From an optimization exercise on the open Yosys and OpenROAD flow, aimed at small area; shortcuts taken in it are not production practice. The RTL was checked by simulation tests, not by an equivalence proof against the original design. Power is estimated from default activity; no workload was simulated. The flow treats the clock pin as an ideal source, which a real chip does not have.

==> flow/design.v <==
`timescale 1ns / 1ps
module regfile_aoi222(
input wire [2:0] a,
input wire [2:0] b,
output wire y
    );
 assign y = ~|(a & b);
endmodule
module regfile_rdbit(
input wire [32:0] d,
input wire [32:0] s,
output wire y
    );
 wire [10:0] t;
 genvar g;
 generate for (g=0; g<11; g=g+1) begin : grp
  regfile_aoi222 u (.a(d[3*g+2:3*g]), .b(s[3*g+2:3*g]), .y(t[g]));
 end endgenerate
 assign y = ~&t;
endmodule
module regfile_dec #(parameter MASKED = 1) (
input wire [4:0] a,
input wire en,
input wire [31:0] m,
output wire [31:0] y
    );
 wire [3:0] lo;
 wire [7:0] hi;
 genvar g;
 generate for (g=0; g<4; g=g+1) begin : lo_g
  assign lo[g] = en & (a[1:0] == g);
 end
 for (g=0; g<8; g=g+1) begin : hi_g
  assign hi[g] = (a[4:2] == g);
 end
 for (g=0; g<32; g=g+1) begin : y_g
  assign y[g] = lo[g%4] & hi[g/4] & (m[g] | !MASKED);
 end endgenerate
endmodule
module regfile(
input wire clk_i,
input wire rst_n_i,
input wire [4:0] rs1_addr_i,
input wire [4:0] rs2_addr_i,
input wire [4:0] rsd_addr_i,
input wire [31:0] rsd_i,
input wire rd_wren_i,
output reg [31:0] rs1_data_o,
output reg [31:0] rs2_data_o
    );
 reg [31:0] array [0:31];
 reg [31:0] valid;
 reg        rst_seen;
 wire       rden = rst_n_i & ~rd_wren_i;
 wire       rsel = rden & rst_seen;
 wire [31:0] dec1, dec2, decw;
 integer i;
 regfile_dec #(.MASKED(0)) u_decw (.a(rsd_addr_i), .en(rd_wren_i), .m(valid), .y(decw));  
 regfile_dec u_dec1 (.a(rs1_addr_i), .en(rsel), .m(valid), .y(dec1));
 regfile_dec u_dec2 (.a(rs2_addr_i), .en(rsel), .m(valid), .y(dec2));
 always @( posedge clk_i or negedge rst_n_i) begin
 if(!rst_n_i) begin
  rst_seen <= 1'b0;
 end
 else begin
  rst_seen <= rst_n_i;  
 end
 end
 always @( posedge clk_i) begin
  valid <= (valid & {32{rst_seen}}) | decw;
 end
 always @( posedge clk_i) begin
 for (i=0; i<32; i=i+1)
  if(decw[i]) array[i] <= rsd_i;
 end
 wire [32:0] sel1 = {~rden, dec1};
 wire [32:0] sel2 = {~rden, dec2};
 wire [31:0] nxt1, nxt2;
 genvar b, r;
 generate for (b=0; b<32; b=b+1) begin : bit_g
  wire [32:0] d1, d2;
  for (r=0; r<32; r=r+1) begin : row_g
   assign d1[r] = array[r][b];
  end
  assign d1[32] = rs1_data_o[b];
  assign d2[31:0] = d1[31:0];
  assign d2[32] = rs2_data_o[b];
  regfile_rdbit u1 (.d(d1), .s(sel1), .y(nxt1[b]));
  regfile_rdbit u2 (.d(d2), .s(sel2), .y(nxt2[b]));
 end endgenerate
 always @( posedge clk_i) begin
  rs1_data_o <= nxt1;
  rs2_data_o <= nxt2;
 end
endmodule
Settings: LEC_CHECK=0, CAP_MARGIN=0, CORE_MARGIN=2, CORE_UTILIZATION=40, PLACE_DENSITY=0.6, SLEW_MARGIN=0, SYNTH_HIERARCHICAL=1; clock period 5.0 ns.
standard.sh (not shown) runs the stock make flow with config.mk's settings and CLKGATE_MAP_FILE= SYNTH_SCRIPT=/design/flow/synth_recipe.tcl, a recipe that flattens the netlist after the stock synthesis.
==> flow/flow/run.sh <==
#!/bin/bash
# The standard ORFS layout (the standard.sh, standard synthesis unchanged) with two
# options changed through ORFS's own variables:
#  - clock tree synthesis without dummy loads, with the buffers and sink clusters set below;
#  - port buffers of cell buf_1 (every input and output port still gets its buffer).
set -euo pipefail
export CTS_ARGS="-sink_clustering_enable -repair_clock_nets -dont_use_dummy_load -buf_list sky130_fd_sc_hd__clkbuf_16 -root_buf sky130_fd_sc_hd__clkbuf_16 -tree_buf sky130_fd_sc_hd__clkbuf_16 -sink_clustering_buffer sky130_fd_sc_hd__clkbuf_16 -sink_clustering_size 32 -sink_clustering_max_diameter 90"
export BUFFER_PORTS_ARGS="-buffer_cell sky130_fd_sc_hd__buf_1"
bash standard.sh finish > flow_make.log 2>&1
Then changed:
--- a/flow/design.v
+++ b/flow/design.v
@@ -51,13 +51,14 @@
  reg [31:0] array [0:31];
  reg [31:0] valid;
  reg        rst_seen;
  wire       rden = rst_n_i & ~rd_wren_i;
  wire       rsel = rden & rst_seen;
- wire [31:0] dec1, dec2, decw;
+ wire [31:0] dec1, dec2, decw, decw2;
  integer i;
  regfile_dec #(.MASKED(0)) u_decw (.a(rsd_addr_i), .en(rd_wren_i), .m(valid), .y(decw));  
+ regfile_dec #(.MASKED(0)) u_decw2 (.a(rsd_addr_i), .en(rd_wren_i), .m(valid), .y(decw2));  
  regfile_dec u_dec1 (.a(rs1_addr_i), .en(rsel), .m(valid), .y(dec1));
  regfile_dec u_dec2 (.a(rs2_addr_i), .en(rsel), .m(valid), .y(dec2));
  always @( posedge clk_i or negedge rst_n_i) begin
  if(!rst_n_i) begin
   rst_seen <= 1'b0;
@@ -68,12 +69,14 @@
  end
  always @( posedge clk_i) begin
   valid <= (valid & {32{rst_seen}}) | decw;
  end
  always @( posedge clk_i) begin
- for (i=0; i<32; i=i+1)
-  if(decw[i]) array[i] <= rsd_i;
+ for (i=0; i<32; i=i+1) begin
+  if(decw[i]) array[i][15:0] <= rsd_i[15:0];
+  if(decw2[i]) array[i][31:16] <= rsd_i[31:16];
+ end
  end
  wire [32:0] sel1 = {~rden, dec1};
  wire [32:0] sel2 = {~rden, dec2};
  wire [31:0] nxt1, nxt2;
  genvar b, r;
The changed run ran to the end with no violations.
Non-clock buffer count increases by 27.
Wire length is lower by 4.3%.
Via count went down by 1.1%.
Worst setup slack gets better by 300 ps.
Worst hold slack degrades by 20 ps.
Utilization climbs by 0.19 points.
Flip-flop and latch count is unchanged.
Clock power drops by about 1%.
Total power hardly moves.
Maximum frequency goes up by about 9%.
First-iteration DRC count falls by 2.6%.
Count of clock-buffer cells in the layout does not change.
Die area increases by about 0.53%.
Sequential power barely changes.

separate check: timing with driven ports:
The flow's constraints put no driver on any port. The routed layouts listed below were extracted and timed again, unchanged, in two steps.
Step 1 (the two cells are an assumption about what drives the block):
set clk [get_ports {clk_i}]
set_driving_cell -lib_cell sky130_fd_sc_hd__clkbuf_16 $clk
set_driving_cell -lib_cell sky130_fd_sc_hd__buf_2 [delete_from_list [all_inputs] $clk]
Step 2 times the ports against the registers' clock, not the clock port: input delays grow and output delays shrink by t, the midpoint of the rising clock arrivals with the driver on.
Slacks: ideal / step 1 / step 2; pairs: ideal / step 1.
| run | shift t [ns] | setup slack, ns | cell pins on the clock port's net |
|---|---|---|---|
| the first run | 0.707 | 1.255 / 1.299 / 0.592 | 1 |
| the second run | 0.711 | 1.552 / 1.552 / 0.904 | 1 |
After both steps setup and hold are still met in every run listed. The setup slack of the first run, which loses most, moves by +0.044 ns with the drivers and by -0.663 ns with both steps.
